Source: an optimization exercise on an open RTL-to-GDS flow (aim: small area). Production flows keep margins and buffers that such runs may drop. Only simulation tests tie the RTL to the original design; equivalence was not proved. Power and IR drop assume default switching activity.

File: flow/config.mk
export PLATFORM = sky130hd
export DESIGN_NAME = pacman_rules
export DESIGN_NICKNAME = pacman_rules
export VERILOG_FILES = /design/flow/design.v
export SDC_FILE = /design/flow/constraint.sdc
export NUM_CORES = 4
export LEC_CHECK = 0
export CAP_MARGIN = 20
export CORE_MARGIN = 2
export CORE_UTILIZATION = 40
export PLACE_DENSITY = 0.6
export SLEW_MARGIN = 20
File: flow/constraint.sdc
create_clock -name core_clock -period 10.0 [get_ports {clk}]
set_input_delay 2.0000 -clock core_clock [delete_from_list [all_inputs] [get_ports {clk}]]
set_output_delay 2.0000 -clock core_clock [all_outputs]
set_load 0.01 [all_outputs]
File: flow/design.v
module game_logic (input logic Clk, Reset,
						 input [7:0] keycode,
						 input [31:0] counter,
						 input [31:0] dots_left,
						 input logic [9:0] pX, pY, rgX, rgY, bgX, bgY, ogX, ogY,
						 input logic [9:0] pSize, gSize,
						 input logic [9:0] score_from_reg,
						 input logic [3:0] fruits_from_reg,
						 input logic [7:0] lives_from_reg,
						 output logic Load_S,
						 output logic Load_F,
						 output logic Load_L,
						 output logic win, lose, pause, lifeDown,
						 output logic [3:0] fruits_to_reg,
						 output logic [9:0] score_to_reg,
						 output logic [7:0] lives_to_reg
);
	enum logic [4:0] {  Pause, 
							  Restart,
							  Run,
							  Fruit,
							  LifeDown,
							  LifeDownHold,
							  Game_over,
							  Game_won
						  }   State, Next_state;
	always_ff @ (posedge Clk)
	begin
		if (Reset) 
			State <= Restart;
		else 
			State <= Next_state;
	end
	always_comb
	begin 
		win = 1'b0;
		lose = 1'b0;
		pause = 1'b0;
		lifeDown = 1'b0;
		fruits_to_reg = 4'b0000;
		score_to_reg = 10'b0000000000;
		lives_to_reg = 8'b0;
		Load_S = 1'b0;
		Load_F = 1'b0;
		Load_L = 1'b0;
		Next_state = State;
		unique case (State)
			Restart:
				Next_state = Pause;
			Pause:
				begin
					if(keycode == 8'h28)
						Next_state = Run;
					else
						Next_state = Pause;
				end
			Run: 
				begin
					if(dots_left == 32'b11111111111111111111111111111111)
						Next_state = Game_won;
					else if(((pY+pSize) == (rgY-gSize) || (pY+pSize + 10'd1) == (rgY-gSize) || (pY+pSize - 10'd1) == (rgY-gSize) || (pY+pSize+10'd2) == (rgY-gSize) || (pY+pSize-10'd2) == (rgY-gSize)) &&
						(pX == rgX || (pX + 10'd1) == rgX || (pX - 10'd1) == rgX || (pX+10'd2) == rgX || (pX-10'd2) == rgX))
							Next_state = LifeDown;
					else if(((pY-pSize) == (rgY+gSize) || (pY-pSize + 10'd1) == (rgY+gSize) || (pY-pSize - 10'd1) == (rgY+gSize) || (pY-pSize+10'd2) == (rgY+gSize) || (pY-pSize-10'd2) == (rgY+gSize)) &&
							  (pX == rgX || (pX + 10'd1) == rgX || (pX - 10'd1) == rgX || (pX+10'd2) == rgX || (pX-10'd2) == rgX))
							Next_state = LifeDown;
					else if(((pX-pSize) == (rgX+gSize) || (pX-pSize + 10'd1) == (rgX+gSize) || (pX-pSize - 10'd1) == (rgX+gSize) || (pX-pSize+10'd2) == (rgX+gSize) || (pX-pSize-10'd2) == (rgX+gSize)) &&
							  (pY == rgY || (pY + 10'd1) == rgY || (pY - 10'd1) == rgY || (pY+10'd2) == rgY || (pY-10'd2) == rgY))
							Next_state = LifeDown;
					else if(((pX+pSize) == (rgX-gSize) || (pX+pSize + 10'd1) == (rgX-gSize) || (pX+pSize - 10'd1) == (rgX-gSize) || (pX+pSize+10'd2) == (rgX-gSize) || (pX+pSize-10'd2) == (rgX-gSize)) &&
							  (pY == rgY || (pY + 10'd1) == rgY || (pY - 10'd1) == rgY || (pY+10'd2) == rgY || (pY-10'd2) == rgY))
							Next_state = LifeDown;
					else if(((pY+pSize) == (ogY-gSize) || (pY+pSize + 10'd1) == (ogY-gSize) || (pY+pSize - 10'd1) == (ogY-gSize) || (pY+pSize+10'd2) == (ogY-gSize) || (pY+pSize-10'd2) == (ogY-gSize)) &&
						(pX == ogX || (pX + 10'd1) == ogX || (pX - 10'd1) == ogX || (pX+10'd2) == ogX || (pX-10'd2) == ogX))
							Next_state = LifeDown;
					else if(((pY-pSize) == (ogY+gSize) || (pY-pSize + 10'd1) == (ogY+gSize) || (pY-pSize - 10'd1) == (ogY+gSize) || (pY-pSize+10'd2) == (ogY+gSize) || (pY-pSize-10'd2) == (ogY+gSize)) &&
							  (pX == ogX || (pX + 10'd1) == ogX || (pX - 10'd1) == ogX || (pX+10'd2) == ogX || (pX-10'd2) == ogX))
							Next_state = LifeDown;
					else if(((pX-pSize) == (ogX+gSize) || (pX-pSize + 10'd1) == (ogX+gSize) || (pX-pSize - 10'd1) == (ogX+gSize) || (pX-pSize+10'd2) == (ogX+gSize) || (pX-pSize-10'd2) == (ogX+gSize)) &&
							  (pY == ogY || (pY + 10'd1) == ogY || (pY - 10'd1) == ogY || (pY+10'd2) == ogY || (pY-10'd2) == ogY))
							Next_state = LifeDown;
					else if(((pX+pSize) == (ogX-gSize) || (pX+pSize + 10'd1) == (ogX-gSize) || (pX+pSize - 10'd1) == (ogX-gSize) || (pX+pSize+10'd2) == (ogX-gSize) || (pX+pSize-10'd2) == (ogX-gSize)) &&
							  (pY == ogY || (pY + 10'd1) == ogY || (pY - 10'd1) == ogY || (pY+10'd2) == ogY || (pY-10'd2) == ogY))
							Next_state = LifeDown;
					else if(((pY+pSize) == (bgY-gSize) || (pY+pSize + 10'd1) == (bgY-gSize) || (pY+pSize - 10'd1) == (bgY-gSize) || (pY+pSize+10'd2) == (bgY-gSize) || (pY+pSize-10'd2) == (bgY-gSize)) &&
						(pX == bgX || (pX + 10'd1) == bgX || (pX - 10'd1) == bgX || (pX+10'd2) == bgX || (pX-10'd2) == bgX))
							Next_state = LifeDown;
					else if(((pY-pSize) == (bgY+gSize) || (pY-pSize + 10'd1) == (bgY+gSize) || (pY-pSize - 10'd1) == (bgY+gSize) || (pY-pSize+10'd2) == (bgY+gSize) || (pY-pSize-10'd2) == (bgY+gSize)) &&
							  (pX == bgX || (pX + 10'd1) == bgX || (pX - 10'd1) == bgX || (pX+10'd2) == bgX || (pX-10'd2) == bgX))
							Next_state = LifeDown;
					else if(((pX-pSize) == (bgX+gSize) || (pX-pSize + 10'd1) == (bgX+gSize) || (pX-pSize - 10'd1) == (bgX+gSize) || (pX-pSize+10'd2) == (bgX+gSize) || (pX-pSize-10'd2) == (bgX+gSize)) &&
							  (pY == bgY || (pY + 10'd1) == bgY || (pY - 10'd1) == bgY || (pY+10'd2) == bgY || (pY-10'd2) == bgY))
							Next_state = LifeDown;
					else if(((pX+pSize) == (bgX-gSize) || (pX+pSize + 10'd1) == (bgX-gSize) || (pX+pSize - 10'd1) == (bgX-gSize) || (pX+pSize+10'd2) == (bgX-gSize) || (pX+pSize-10'd2) == (bgX-gSize)) &&
							  (pY == bgY || (pY + 10'd1) == bgY || (pY - 10'd1) == bgY || (pY+10'd2) == bgY || (pY-10'd2) == bgY))
							Next_state = LifeDown;
					else
						begin
							if(pX >= 12 && pX <= 37 && pY >= 10 && pY <= 35)
								Next_state = Fruit;
							if(pX >= 370 && pX <= 395 && pY >= 10 && pY <= 35)
								Next_state = Fruit;
							if(pX >= 12 && pX <= 37 && pY >= 413 && pY <= 438)
								Next_state = Fruit;
							if(pX >= 370 && pX <= 395 && pY >= 413 && pY <= 438)
								Next_state = Fruit;
						end
					if(counter == 32'd0)
						Next_state = Game_over;
				end
			LifeDown: 
				begin
					if(lives_from_reg == 8'd2)
						Next_state = Game_over;
					else
						Next_state = LifeDownHold;
				end
			LifeDownHold:
				begin
					if(((pY+pSize) == (rgY-gSize) || (pY+pSize + 10'd1) == (rgY-gSize) || (pY+pSize - 10'd1) == (rgY-gSize) || (pY+pSize+10'd2) == (rgY-gSize) || (pY+pSize-10'd2) == (rgY-gSize)) &&
						(pX == rgX || (pX + 10'd1) == rgX || (pX - 10'd1) == rgX || (pX+10'd2) == rgX || (pX-10'd2) == rgX))
							Next_state = LifeDownHold;
					else if(((pY-pSize) == (rgY+gSize) || (pY-pSize + 10'd1) == (rgY+gSize) || (pY-pSize - 10'd1) == (rgY+gSize) || (pY-pSize+10'd2) == (rgY+gSize) || (pY-pSize-10'd2) == (rgY+gSize)) &&
							  (pX == rgX || (pX + 10'd1) == rgX || (pX - 10'd1) == rgX || (pX+10'd2) == rgX || (pX-10'd2) == rgX))
							Next_state = LifeDownHold;
					else if(((pX-pSize) == (rgX+gSize) || (pX-pSize + 10'd1) == (rgX+gSize) || (pX-pSize - 10'd1) == (rgX+gSize) || (pX-pSize+10'd2) == (rgX+gSize) || (pX-pSize-10'd2) == (rgX+gSize)) &&
							  (pY == rgY || (pY + 10'd1) == rgY || (pY - 10'd1) == rgY || (pY+10'd2) == rgY || (pY-10'd2) == rgY))
							Next_state = LifeDownHold;
					else if(((pX+pSize) == (rgX-gSize) || (pX+pSize + 10'd1) == (rgX-gSize) || (pX+pSize - 10'd1) == (rgX-gSize) || (pX+pSize+10'd2) == (rgX-gSize) || (pX+pSize-10'd2) == (rgX-gSize)) &&
							  (pY == rgY || (pY + 10'd1) == rgY || (pY - 10'd1) == rgY || (pY+10'd2) == rgY || (pY-10'd2) == rgY))
							Next_state = LifeDownHold;
					else if(((pY+pSize) == (ogY-gSize) || (pY+pSize + 10'd1) == (ogY-gSize) || (pY+pSize - 10'd1) == (ogY-gSize) || (pY+pSize+10'd2) == (ogY-gSize) || (pY+pSize-10'd2) == (ogY-gSize)) &&
						(pX == ogX || (pX + 10'd1) == ogX || (pX - 10'd1) == ogX || (pX+10'd2) == ogX || (pX-10'd2) == ogX))
							Next_state = LifeDownHold;
					else if(((pY-pSize) == (ogY+gSize) || (pY-pSize + 10'd1) == (ogY+gSize) || (pY-pSize - 10'd1) == (ogY+gSize) || (pY-pSize+10'd2) == (ogY+gSize) || (pY-pSize-10'd2) == (ogY+gSize)) &&
							  (pX == ogX || (pX + 10'd1) == ogX || (pX - 10'd1) == ogX || (pX+10'd2) == ogX || (pX-10'd2) == ogX))
							Next_state = LifeDownHold;
					else if(((pX-pSize) == (ogX+gSize) || (pX-pSize + 10'd1) == (ogX+gSize) || (pX-pSize - 10'd1) == (ogX+gSize) || (pX-pSize+10'd2) == (ogX+gSize) || (pX-pSize-10'd2) == (ogX+gSize)) &&
							  (pY == ogY || (pY + 10'd1) == ogY || (pY - 10'd1) == ogY || (pY+10'd2) == ogY || (pY-10'd2) == ogY))
							Next_state = LifeDownHold;
					else if(((pX+pSize) == (ogX-gSize) || (pX+pSize + 10'd1) == (ogX-gSize) || (pX+pSize - 10'd1) == (ogX-gSize) || (pX+pSize+10'd2) == (ogX-gSize) || (pX+pSize-10'd2) == (ogX-gSize)) &&
							  (pY == ogY || (pY + 10'd1) == ogY || (pY - 10'd1) == ogY || (pY+10'd2) == ogY || (pY-10'd2) == ogY))
							Next_state = LifeDownHold;
					else if(((pY+pSize) == (bgY-gSize) || (pY+pSize + 10'd1) == (bgY-gSize) || (pY+pSize - 10'd1) == (bgY-gSize) || (pY+pSize+10'd2) == (bgY-gSize) || (pY+pSize-10'd2) == (bgY-gSize)) &&
						(pX == bgX || (pX + 10'd1) == bgX || (pX - 10'd1) == bgX || (pX+10'd2) == bgX || (pX-10'd2) == bgX))
							Next_state = LifeDownHold;
					else if(((pY-pSize) == (bgY+gSize) || (pY-pSize + 10'd1) == (bgY+gSize) || (pY-pSize - 10'd1) == (bgY+gSize) || (pY-pSize+10'd2) == (bgY+gSize) || (pY-pSize-10'd2) == (bgY+gSize)) &&
							  (pX == bgX || (pX + 10'd1) == bgX || (pX - 10'd1) == bgX || (pX+10'd2) == bgX || (pX-10'd2) == bgX))
							Next_state = LifeDownHold;
					else if(((pX-pSize) == (bgX+gSize) || (pX-pSize + 10'd1) == (bgX+gSize) || (pX-pSize - 10'd1) == (bgX+gSize) || (pX-pSize+10'd2) == (bgX+gSize) || (pX-pSize-10'd2) == (bgX+gSize)) &&
							  (pY == bgY || (pY + 10'd1) == bgY || (pY - 10'd1) == bgY || (pY+10'd2) == bgY || (pY-10'd2) == bgY))
							Next_state = LifeDownHold;
					else if(((pX+pSize) == (bgX-gSize) || (pX+pSize + 10'd1) == (bgX-gSize) || (pX+pSize - 10'd1) == (bgX-gSize) || (pX+pSize+10'd2) == (bgX-gSize) || (pX+pSize-10'd2) == (bgX-gSize)) &&
							  (pY == bgY || (pY + 10'd1) == bgY || (pY - 10'd1) == bgY || (pY+10'd2) == bgY || (pY-10'd2) == bgY))
							Next_state = LifeDownHold;
					else
						Next_state = Run;
				end
			Fruit:
				Next_state = Run;
			Game_over: ;
			Game_won: ;
			default: ;
		endcase
		case (State)
			Restart: ;
			Pause: 
				pause = 1'b1;
			LifeDown: 
				begin
					lives_to_reg = lives_from_reg + 8'd1;
					Load_L = 1'b1;
					lifeDown = 1'b1;
				end
			LifeDownHold: 
				lifeDown = 1'b1;
			Game_over:
				begin
					lose = 1'b1;
					pause = 1'b1;
				end
			Game_won:
				begin
					win = 1'b1;
					pause = 1'b1;
				end
			Run: ;
			Fruit:
				begin
					if (fruits_from_reg[0] == 0 && (pX >= 12 && pX <= 37 && pY >= 10 && pY <= 35))
						begin
							fruits_to_reg = fruits_from_reg + 4'b0001;
							Load_F = 1'b1;
							score_to_reg <= score_from_reg + 10'd50;
							Load_S <= 1'b1;
						end
					else if (fruits_from_reg[1] == 0 && (pX >= 370 && pX <= 395 && pY >= 10 && pY <= 35))
						begin
							fruits_to_reg = fruits_from_reg + 4'b0010;
							Load_F = 1'b1;
							score_to_reg <= score_from_reg + 10'd50;
							Load_S <= 1'b1;
						end
					else if (fruits_from_reg[2] == 0 && (pX >= 12 && pX <= 37 && pY >= 413 && pY <= 438))
						begin
							fruits_to_reg = fruits_from_reg + 4'b0100;
							Load_F = 1'b1;
							score_to_reg <= score_from_reg + 10'd50;
							Load_S <= 1'b1;
						end
					else if (fruits_from_reg[3] == 0 && (pX >= 370 && pX <= 395 && pY >= 413 && pY <= 438))
						begin
							fruits_to_reg = fruits_from_reg + 4'b1000;
							Load_F = 1'b1;
							score_to_reg <= score_from_reg + 10'd50;
							Load_S <= 1'b1;
						end
				end
			default: ;
		endcase
	end 
endmodule
module dot(input [9:0] x, y, pX, pY, pS,
			  input Clk, Reset,
			  output logic eaten
);
	logic Load_D, data_to_load;
	dot_reg dr(.Clk(Clk), .Reset(Reset), .Load(Load_D), .Data_in(data_to_load), .Data_out(eaten));
	always_comb
	begin
		Load_D = 1'b0;
		data_to_load = 1'b0;
		if((x == pX || x == pX+10'd1 || x == pX-10'd1 || x == pX+10'd2 || x == pX-10'd2 || x == pX+10'd3 || x == pX-10'd3 || x == pX+10'd4 || x == pX-10'd4 || x == pX+10'd5 || x == pX-10'd5) && 
			(y == pY || y == pY+10'd1 || y == pY-10'd1 || y == pY+10'd2 || y == pY-10'd2 || y == pY+10'd3 || y == pY-10'd3 || y == pY+10'd4 || y == pY-10'd4 || y == pY+10'd5 || y == pY-10'd5))
			begin
				data_to_load <= 1'b1;
				Load_D <= 1'b1;
			end
	end	  
endmodule
module dots(input Clk, Reset,
				input [9:0] pX, pY, pS,
				output logic [31:0] dots_left
);
	logic [0:31][9:0] dX;
	logic [0:31][9:0] dY;
	assign dX = {
		10'd90,    
		10'd175,
		10'd220,
		10'd307,
		10'd18,
		10'd90,
		10'd307,
		10'd379,
		10'd18,
		10'd135,
		10'd258,
		10'd379,
		10'd90,
		10'd307,
		10'd90,
		10'd307,
		10'd90,
		10'd307,
		10'd90,
		10'd307,
		10'd18,
		10'd135,
		10'd262,
		10'd379,
		10'd18,
		10'd135,
		10'd258,
		10'd379,
		10'd85,    
		10'd175,
		10'd220,
		10'd302
	};
	assign dY = {
		10'd20,
		10'd20,
		10'd20,
		10'd20,
		10'd48,
		10'd48,
		10'd48,
		10'd48,
		10'd120,
		10'd120,
		10'd120,
		10'd120,
		10'd148,
		10'd148,
		10'd186,
		10'd186,
		10'd228,
		10'd228,
		10'd258,
		10'd258,
		10'd292,
		10'd292,
		10'd292,
		10'd292,
		10'd380,
		10'd380,
		10'd380,
		10'd380,
		10'd423,
		10'd423,
		10'd423,
		10'd423
	};
	logic [31:0] data_to_dlr;
	logic [31:0] data_from_dlr;
	dot d0(.Clk(Clk), .Reset(Reset), .x(dX[0]), .y(dY[0]), .pX(pX), .pY(pY), .pS(pS), .eaten(data_to_dlr[0]));
	dot d1(.Clk(Clk), .Reset(Reset), .x(dX[1]), .y(dY[1]), .pX(pX), .pY(pY), .pS(pS), .eaten(data_to_dlr[1]));
	dot d2(.Clk(Clk), .Reset(Reset), .x(dX[2]), .y(dY[2]), .pX(pX), .pY(pY), .pS(pS), .eaten(data_to_dlr[2]));
	dot d3(.Clk(Clk), .Reset(Reset), .x(dX[3]), .y(dY[3]), .pX(pX), .pY(pY), .pS(pS), .eaten(data_to_dlr[3]));
	dot d4(.Clk(Clk), .Reset(Reset), .x(dX[4]), .y(dY[4]), .pX(pX), .pY(pY), .pS(pS), .eaten(data_to_dlr[4]));
	dot d5(.Clk(Clk), .Reset(Reset), .x(dX[5]), .y(dY[5]), .pX(pX), .pY(pY), .pS(pS), .eaten(data_to_dlr[5]));
	dot d6(.Clk(Clk), .Reset(Reset), .x(dX[6]), .y(dY[6]), .pX(pX), .pY(pY), .pS(pS), .eaten(data_to_dlr[6]));
	dot d7(.Clk(Clk), .Reset(Reset), .x(dX[7]), .y(dY[7]), .pX(pX), .pY(pY), .pS(pS), .eaten(data_to_dlr[7]));
	dot d8(.Clk(Clk), .Reset(Reset), .x(dX[8]), .y(dY[8]), .pX(pX), .pY(pY), .pS(pS), .eaten(data_to_dlr[8]));
	dot d9(.Clk(Clk), .Reset(Reset), .x(dX[9]), .y(dY[9]), .pX(pX), .pY(pY), .pS(pS), .eaten(data_to_dlr[9]));
	dot d10(.Clk(Clk), .Reset(Reset), .x(dX[10]), .y(dY[10]), .pX(pX), .pY(pY), .pS(pS), .eaten(data_to_dlr[10]));
	dot d11(.Clk(Clk), .Reset(Reset), .x(dX[11]), .y(dY[11]), .pX(pX), .pY(pY), .pS(pS), .eaten(data_to_dlr[11]));
	dot d12(.Clk(Clk), .Reset(Reset), .x(dX[12]), .y(dY[12]), .pX(pX), .pY(pY), .pS(pS), .eaten(data_to_dlr[12]));
	dot d13(.Clk(Clk), .Reset(Reset), .x(dX[13]), .y(dY[13]), .pX(pX), .pY(pY), .pS(pS), .eaten(data_to_dlr[13]));
	dot d14(.Clk(Clk), .Reset(Reset), .x(dX[14]), .y(dY[14]), .pX(pX), .pY(pY), .pS(pS), .eaten(data_to_dlr[14]));
	dot d15(.Clk(Clk), .Reset(Reset), .x(dX[15]), .y(dY[15]), .pX(pX), .pY(pY), .pS(pS), .eaten(data_to_dlr[15]));
	dot d16(.Clk(Clk), .Reset(Reset), .x(dX[16]), .y(dY[16]), .pX(pX), .pY(pY), .pS(pS), .eaten(data_to_dlr[16]));
	dot d17(.Clk(Clk), .Reset(Reset), .x(dX[17]), .y(dY[17]), .pX(pX), .pY(pY), .pS(pS), .eaten(data_to_dlr[17]));
	dot d18(.Clk(Clk), .Reset(Reset), .x(dX[18]), .y(dY[18]), .pX(pX), .pY(pY), .pS(pS), .eaten(data_to_dlr[18]));
	dot d19(.Clk(Clk), .Reset(Reset), .x(dX[19]), .y(dY[19]), .pX(pX), .pY(pY), .pS(pS), .eaten(data_to_dlr[19]));
	dot d20(.Clk(Clk), .Reset(Reset), .x(dX[20]), .y(dY[20]), .pX(pX), .pY(pY), .pS(pS), .eaten(data_to_dlr[20]));
	dot d21(.Clk(Clk), .Reset(Reset), .x(dX[21]), .y(dY[21]), .pX(pX), .pY(pY), .pS(pS), .eaten(data_to_dlr[21]));
	dot d22(.Clk(Clk), .Reset(Reset), .x(dX[22]), .y(dY[22]), .pX(pX), .pY(pY), .pS(pS), .eaten(data_to_dlr[22]));
	dot d23(.Clk(Clk), .Reset(Reset), .x(dX[23]), .y(dY[23]), .pX(pX), .pY(pY), .pS(pS), .eaten(data_to_dlr[23]));
	dot d24(.Clk(Clk), .Reset(Reset), .x(dX[24]), .y(dY[24]), .pX(pX), .pY(pY), .pS(pS), .eaten(data_to_dlr[24]));
	dot d25(.Clk(Clk), .Reset(Reset), .x(dX[25]), .y(dY[25]), .pX(pX), .pY(pY), .pS(pS), .eaten(data_to_dlr[25]));
	dot d26(.Clk(Clk), .Reset(Reset), .x(dX[26]), .y(dY[26]), .pX(pX), .pY(pY), .pS(pS), .eaten(data_to_dlr[26]));
	dot d27(.Clk(Clk), .Reset(Reset), .x(dX[27]), .y(dY[27]), .pX(pX), .pY(pY), .pS(pS), .eaten(data_to_dlr[27]));
	dot d28(.Clk(Clk), .Reset(Reset), .x(dX[28]), .y(dY[28]), .pX(pX), .pY(pY), .pS(pS), .eaten(data_to_dlr[28]));
	dot d29(.Clk(Clk), .Reset(Reset), .x(dX[29]), .y(dY[29]), .pX(pX), .pY(pY), .pS(pS), .eaten(data_to_dlr[29]));
	dot d30(.Clk(Clk), .Reset(Reset), .x(dX[30]), .y(dY[30]), .pX(pX), .pY(pY), .pS(pS), .eaten(data_to_dlr[30]));
	dot d31(.Clk(Clk), .Reset(Reset), .x(dX[31]), .y(dY[31]), .pX(pX), .pY(pY), .pS(pS), .eaten(data_to_dlr[31]));
	dots_left_reg dlr(.Clk(Clk), .Reset(Reset), .Load(1'b1), .Data_in(data_to_dlr), .Data_out(data_from_dlr));
	assign dots_left = data_from_dlr;
endmodule
module dot_reg (input Clk, Reset, Load,
					input Data_in,
					output logic Data_out
);
			always_ff @(posedge Clk)
			begin
				if(Reset)
					Data_out <= 1'b0;
				else if(Load)
					Data_out <= Data_in;
			end
endmodule
module dots_left_reg (input Clk, Reset, Load,
					input [31:0] Data_in,
					output logic [31:0] Data_out
);
			always_ff @(posedge Clk)
			begin
				if(Reset)
					Data_out <= 32'b0;
				else if(Load)
					Data_out <= Data_in;
			end
endmodule
module score_reg (input Clk, Reset, Load,
					input [9:0] Data_in,
					output logic [9:0] Data_out
);
			always_ff @(posedge Clk)
			begin
				if(Reset)
					Data_out <= 10'b0000000000;
				else if(Load)
					Data_out <= Data_in;
			end
endmodule
module lives_reg (input Clk, Reset, Load,
					input [7:0] Data_in,
					output logic [7:0] Data_out
);
			always_ff @(posedge Clk)
			begin
				if(Reset)
					Data_out <= 8'b0;
				else if(Load)
					Data_out <= Data_in;
			end
endmodule
module fruits_reg (input Clk, Reset, Load,
					input [3:0] Data_in,
					output logic [3:0] Data_out
);
			always_ff @(posedge Clk)
			begin
				if(Reset)
					Data_out <= 4'b0000;
				else if(Load)
					Data_out <= Data_in;
			end
endmodule
module pacman_rules (
	input  logic        clk,
	input  logic        reset,
	input  logic [7:0]  keycode,
	input  logic [31:0] timer,
	input  logic [9:0]  pac_x, pac_y,
	input  logic [9:0]  rg_x, rg_y,
	input  logic [9:0]  og_x, og_y,
	input  logic [9:0]  bg_x, bg_y,
	output logic        win, lose, pause, life_down,
	output logic [9:0]  score,
	output logic [3:0]  fruits,
	output logic [7:0]  lives,
	output logic [31:0] dots_left
);
	logic [9:0] pSize, gSize;
	assign pSize = 10'd13;
	assign gSize = 10'd13;
	logic Load_score, Load_fruits, Load_lives;
	logic [9:0] score_to_reg;
	logic [3:0] fruits_to_reg;
	logic [7:0] lives_to_reg;
	game_logic gl(.Clk(clk), .Reset(reset), .dots_left(dots_left), .counter(timer), .keycode(keycode),
		.pX(pac_x), .pY(pac_y), .pSize(pSize), .gSize(gSize),
		.rgX(rg_x), .rgY(rg_y), .ogX(og_x), .ogY(og_y), .bgX(bg_x), .bgY(bg_y),
		.win(win), .lose(lose), .lifeDown(life_down), .pause(pause),
		.fruits_to_reg(fruits_to_reg), .fruits_from_reg(fruits), .Load_F(Load_fruits),
		.score_to_reg(score_to_reg), .Load_S(Load_score), .score_from_reg(score),
		.lives_from_reg(lives), .Load_L(Load_lives), .lives_to_reg(lives_to_reg));
	dots d(.Clk(clk), .Reset(reset), .pX(pac_x), .pY(pac_y), .pS(pSize), .dots_left(dots_left));
	score_reg  sr(.Clk(clk), .Reset(reset), .Load(Load_score),  .Data_in(score_to_reg),  .Data_out(score));
	fruits_reg fr(.Clk(clk), .Reset(reset), .Load(Load_fruits), .Data_in(fruits_to_reg), .Data_out(fruits));
	lives_reg  lr(.Clk(clk), .Reset(reset), .Load(Load_lives),  .Data_in(lives_to_reg),  .Data_out(lives));
endmodule
File: flow/run.sh
#!/bin/bash
# synth_recipe.tcl (not shown) runs the flow's synth.tcl, then flattens the netlist and writes it again
# the make line also repeats each setting of config.mk as NAME=value (left out here)
make -C /OpenROAD-flow-scripts/flow DESIGN_CONFIG=/design/flow/config.mk WORK_HOME=/design/flow/orfs CLKGATE_MAP_FILE= SYNTH_SCRIPT=/design/flow/synth_recipe.tcl finish
==> implementation parameters <==
Parameter                              Value

Cells and area
  Ratio of cells with drive above 1 in the final layout ... between 5 and 6%
  Layout-stage area growth over the synthesis result ... 11.3%
  Number of nets in the finished design ... between 3000 and 4000
  Area of all placed cells without fillers ... 0.0263 mm^2
  Count of placed standard cells in the final layout, fillers left out ... 4169

Placed design
  Gpl congestion ... around 1.0
  Placed cell areas ... 0.0260 mm^2
  Port Buffers ... 178
  Cells after DPL ... between 4000 and 5000
  HPWL Detailed ... 97.6 mm

Timing
  Setup Total Neg Slack ... 0 ns
  Unrepaired setup endpoints after global routing ... no
  Max Clock Freq ... 123 MHz
  Count of endpoints failing setup in the final report ... 0
  Max-slew violations ... 0
  Worst Max-Slew Pin Slew ... between 1 and 1.5 ns
  Worst slew margin ... 17.2%
  Clock tree skew after final layout ... 0.00880 ns
  Hold Vio Cnt, Final ... 0
  Post-route clock period utilization ... 81.2%
  Clock period minus worst slack ... around 8.1 ns

Routing
  Pre-antenna DRT Iters ... 7
  Via-to-Cell Ratio ... 6.66
  Number of nets with antenna violations after detailed routing ... 0
  Residual DRC count ... 0
  Detailed-route wire length per cell ... 29.8 um
  Number of vias after detailed routing ... 27800
  Starting DRT DRC Count ... 4034
  Wire length reported by the detailed router ... 124 mm

Worst setup path
  Setup slack of the worst register-to-register path ... 7.85 ns
  CP max FO ... 19
  Crit path launch type ... primary input
  Origin of the critical flop-to-flop path ... fr.Data_out[0]$_SDFFE_PP0P_
  Type of the worst setup path ... primary input to flop
  Launching instance or port of the critical path ... pac_x[1]
  Endpoint of the worst-slack reg-to-reg timing path ... sr.Data_out[8]$_SDFFE_PP0P_
  Critical Path RT ... between 10 and 15 ns
  Worst Setup End Kind ... flop
  Critical Path AT ... around 8.4 ns
  Count of cells along the worst register-to-register path ... 8

Power and ir drop
  Switching fraction of total power ... between 50% and 60%
  Clk pwr share ... 14.3%
  Sequential share of power ... 15.3%
  Logic pwr share ... 70.4%
  Pwr per Cell Area ... 87.2 mW/mm^2
  Final Total Pwr ... 2.30 mW
  Worst vdd rail ir drop ... 0.0877 mV
  Switching power ... roughly 1.2 mW
  Internal portion of total power ... 1.08 mW
  Cell leakage power ... 8.50 nW

Synthesis
  Number of different library cells in the post-synthesis netlist ... 109
  Number of instances in the synthesized netlist ... ~3400
  Share of async-settable or async-resettable flops after synthesis ... 0%
  Count of flip-flops with a built-in enable after synthesis ... 0
  Cell types with the highest counts after synthesis ... sky130_fd_sc_hd__xnor2_1, sky130_fd_sc_hd__nand2_1, sky130_fd_sc_hd__nor2_1
  Post-Synthesis Net Count ... around 3500
  Most frequently used flop master after synthesis ... sky130_fd_sc_hd__dfxtp_1
  Summed instance area of the synthesized netlist ... about 0.024 mm^2
  Top-count cell post-synth ... sky130_fd_sc_hd__xnor2_1
  Share of the synthesized area in the top cell type ... 19.3%
  Flip-flop and latch count after synthesis ... 88
  Ranking of synthesized cells by area ... sky130_fd_sc_hd__xnor2_1, sky130_fd_sc_hd__xor2_1, sky130_fd_sc_hd__dfxtp_1
  Post-synthesis cell type with the largest combined area ... sky130_fd_sc_hd__xnor2_1
  Post-synthesis sequential area ratio ... 7.45%
  Synthesis warning total ... 7
  Mapped Avg Cell Area ... 7.06 um^2

Clocking
  Setup repair bufs after CTS ... 0
  Number of H-tree levels ... 3
  Cts repair resizes ... 0
  TritonCTS Sinks ... 88
  Insertion delay of the later-clocked pin in the worst-skew pair ... approximately 0.35 ns
  Number of buffers added by the clock tree synthesis step ... 9
  Clock-pin slew of the registers on the worst-case setup and hold paths ... 0.07 ns
  Clock buffer depth ... 2
  Cell at the root of the clock tree ... sky130_fd_sc_hd__clkbuf_16
  CTS Hold Buffers Added ... 0
  TritonCTS clock tree ... yes

Die
  Standard-cell rows ... 89
  Initial standard-cell utilization of the core ... 40.3%
  Floorplan die width ... 247 um
  Area of the die ... ~0.061 mm^2
  I/O pin count ... 180
  Area of the core ... between 0.05 and 0.06 mm^2
  Vertical extent of the die ... 247 um

Job
  Max-cap viol count ... 0

Global routing
  Overall track demand over capacity in global routing ... approximately 39%
  Wire length of the first global-routing pass ... 180 mm
  Overall overflow remaining after global route ... 0
  Maximum number of pins on one net before global-route repair ... 62
  Number of global-route vias before repair ... 26400
  Number of antenna violations at the first check in global routing ... 6

Hold path
  Min-Delay Path Class ... flop to flop
  Hold path depth ... 2
  Worst min-delay path startpoint ... d.d22.dr.Data_out$_SDFFE_PP0P_
  Hold path endpoint ... d.dlr.Data_out[22]$_SDFF_PP0_

Run status
  Outcome ... complete, no violations
[how the worst max path moves through the flow]
stage / endpoint / slack (ns) / cells past startpoint
floorplan: gl.State[0]$_SDFFE_PP1P_ / 3.01 / 23
global placement: gl.State[0]$_SDFFE_PP1P_ / 1.69 / 18
detailed placement: gl.State[0]$_SDFFE_PP1P_ / 1.66 / 18
CTS: gl.State[0]$_SDFFE_PP1P_ / 2.00 / 16
global route: gl.State[0]$_SDFFE_PP1P_ / 1.62 / 19
finish: gl.State[0]$_SDFFE_PP1P_ / 1.88 / 19
[metal layers]
| layer | global-route usage, % | wire length (um) |
|---|---|---|
| met1 | 48.9 | 47600 |
| met2 | 61.8 | 54000 |
| met3 | 8.70 | 13200 |
| met4 | 24.0 | 9420 |
| met5 | 0 | 67 |
[cell type report]
type,instances,area [um^2]
Multi-Input combinational cell,2972,20800
Clock inverter,7,72.6
Inverter,63,236
Tap cell,773,967
Timing Repair Buffer,256,2290
Fill cell,6134,32400
Antenna cell,1,2.50
Sequential cell,88,1760
Clock buffer,9,225
[cell usage in the layout (no fill, tap or decap), types with 52 or more instances in the layout]
master / Yosys / final
sky130_fd_sc_hd__nand3_1: 182 / 182
sky130_fd_sc_hd__nand2_1: 268 / 268
sky130_fd_sc_hd__a21oi_1: 84 / 84
sky130_fd_sc_hd__nor4_1: 104 / 103
sky130_fd_sc_hd__clkdlybuf4s50_1: 0 / 162
sky130_fd_sc_hd__dfxtp_1: 88 / 88
sky130_fd_sc_hd__nand4_1: 117 / 117
sky130_fd_sc_hd__a31oi_1: 54 / 54
sky130_fd_sc_hd__xnor2_1: 521 / 515
sky130_fd_sc_hd__xor2_1: 232 / 232
sky130_fd_sc_hd__nor3_1: 168 / 168
sky130_fd_sc_hd__nor2_1: 255 / 255
sky130_fd_sc_hd__nor2b_1: 63 / 63
sky130_fd_sc_hd__inv_1: 56 / 56
sky130_fd_sc_hd__buf_4: 2 / 78
sky130_fd_sc_hd__o21ai_0: 111 / 111
sky130_fd_sc_hd__ha_1: 52 / 52
[through the flow]
stage                     worst slack [ns]  hold WS, ns  util, %
after floorplan                       3.01        0.416        -
after global placement                1.69        0.431     44.3
after detailed placement              1.66        0.444     44.3
after CTS                             2.00        0.451     44.8
after global routing                  1.62        0.462     44.9
final                                 1.88        0.446     44.9
[critical path: stages]
cell	delay, ns
sky130_fd_sc_hd__clkdlybuf4s50_1	0.88
sky130_fd_sc_hd__inv_1	0.35
sky130_fd_sc_hd__ha_1	0.42
sky130_fd_sc_hd__xnor2_1	0.17
sky130_fd_sc_hd__buf_4	0.21
sky130_fd_sc_hd__inv_2	0.29
sky130_fd_sc_hd__ha_1	0.31
sky130_fd_sc_hd__clkinv_1	0.26
sky130_fd_sc_hd__nor4_2	0.77
sky130_fd_sc_hd__nand3_1	0.26
sky130_fd_sc_hd__xnor2_1	0.22
sky130_fd_sc_hd__nor4_1	0.10
sky130_fd_sc_hd__a2111oi_0	0.36
sky130_fd_sc_hd__a31oi_1	0.16
sky130_fd_sc_hd__a221o_1	0.32
sky130_fd_sc_hd__nor4_4	0.54
sky130_fd_sc_hd__a41o_1	0.31
sky130_fd_sc_hd__nor3b_1	0.07
sky130_fd_sc_hd__a221o_1	0.32
[registers in the layout (all words and copies together) (netlist names), 3 cells and up]
| name | flops |
|---|---|
| d.dlr.Data_out | 32 |
| fr.Data_out | 4 |
| gl.State | 3 |
| lr.Data_out | 8 |
| sr.Data_out | 9 |
[kinds of logic after synthesis]
group / share of synthesized area (%)
mux: 1.17
other cells: 0.0159
buf+inv: 4.96
compound gates: 18.8
xor+xnor: 31.8
fa+ha+maj: 2.75
simple gates: 33.0
flops: 7.45
[power groups by stage]
| stage | Clock (mW) | Sequential (mW) | Combinational (mW) |
|---|---|---|---|
| finish | 0.329 | 0.351 | 1.62 |
| detailed placement | 0 | 0.359 | 1.54 |
| global route | 0.352 | 0.351 | 1.69 |
| global placement | 0 | 0.359 | 1.57 |
| CTS | 0.336 | 0.351 | 1.55 |
| floorplan | 0 | 0.359 | 1.05 |

==> re-timing with driven ports <==
How much do the figures lean on ideal ports? The routed layout below was timed once more, with nothing changed but the port constraints. Step 1: set_driving_cell puts a clkbuf_16 on clk and a buf_2 on each other input, an assumption about the parent block. Step 2 moves the port delays by t, midway between the first and last clock arrival at a register: inputs arrive t later, outputs are due t later. That takes back most of the time a late clock gives input paths. Slacks: ideal / step 1 / step 2; pairs: ideal / step 1.
t (ns): 0.385
setup WS [ns]: 1.878 / 1.898 / 1.514
latest minus earliest clock arrival (ns): 0.009 / 0.009
After both steps this run still meets setup and hold. The setup slack of this run moves by +0.020 ns with the drivers and by -0.364 ns with both steps.
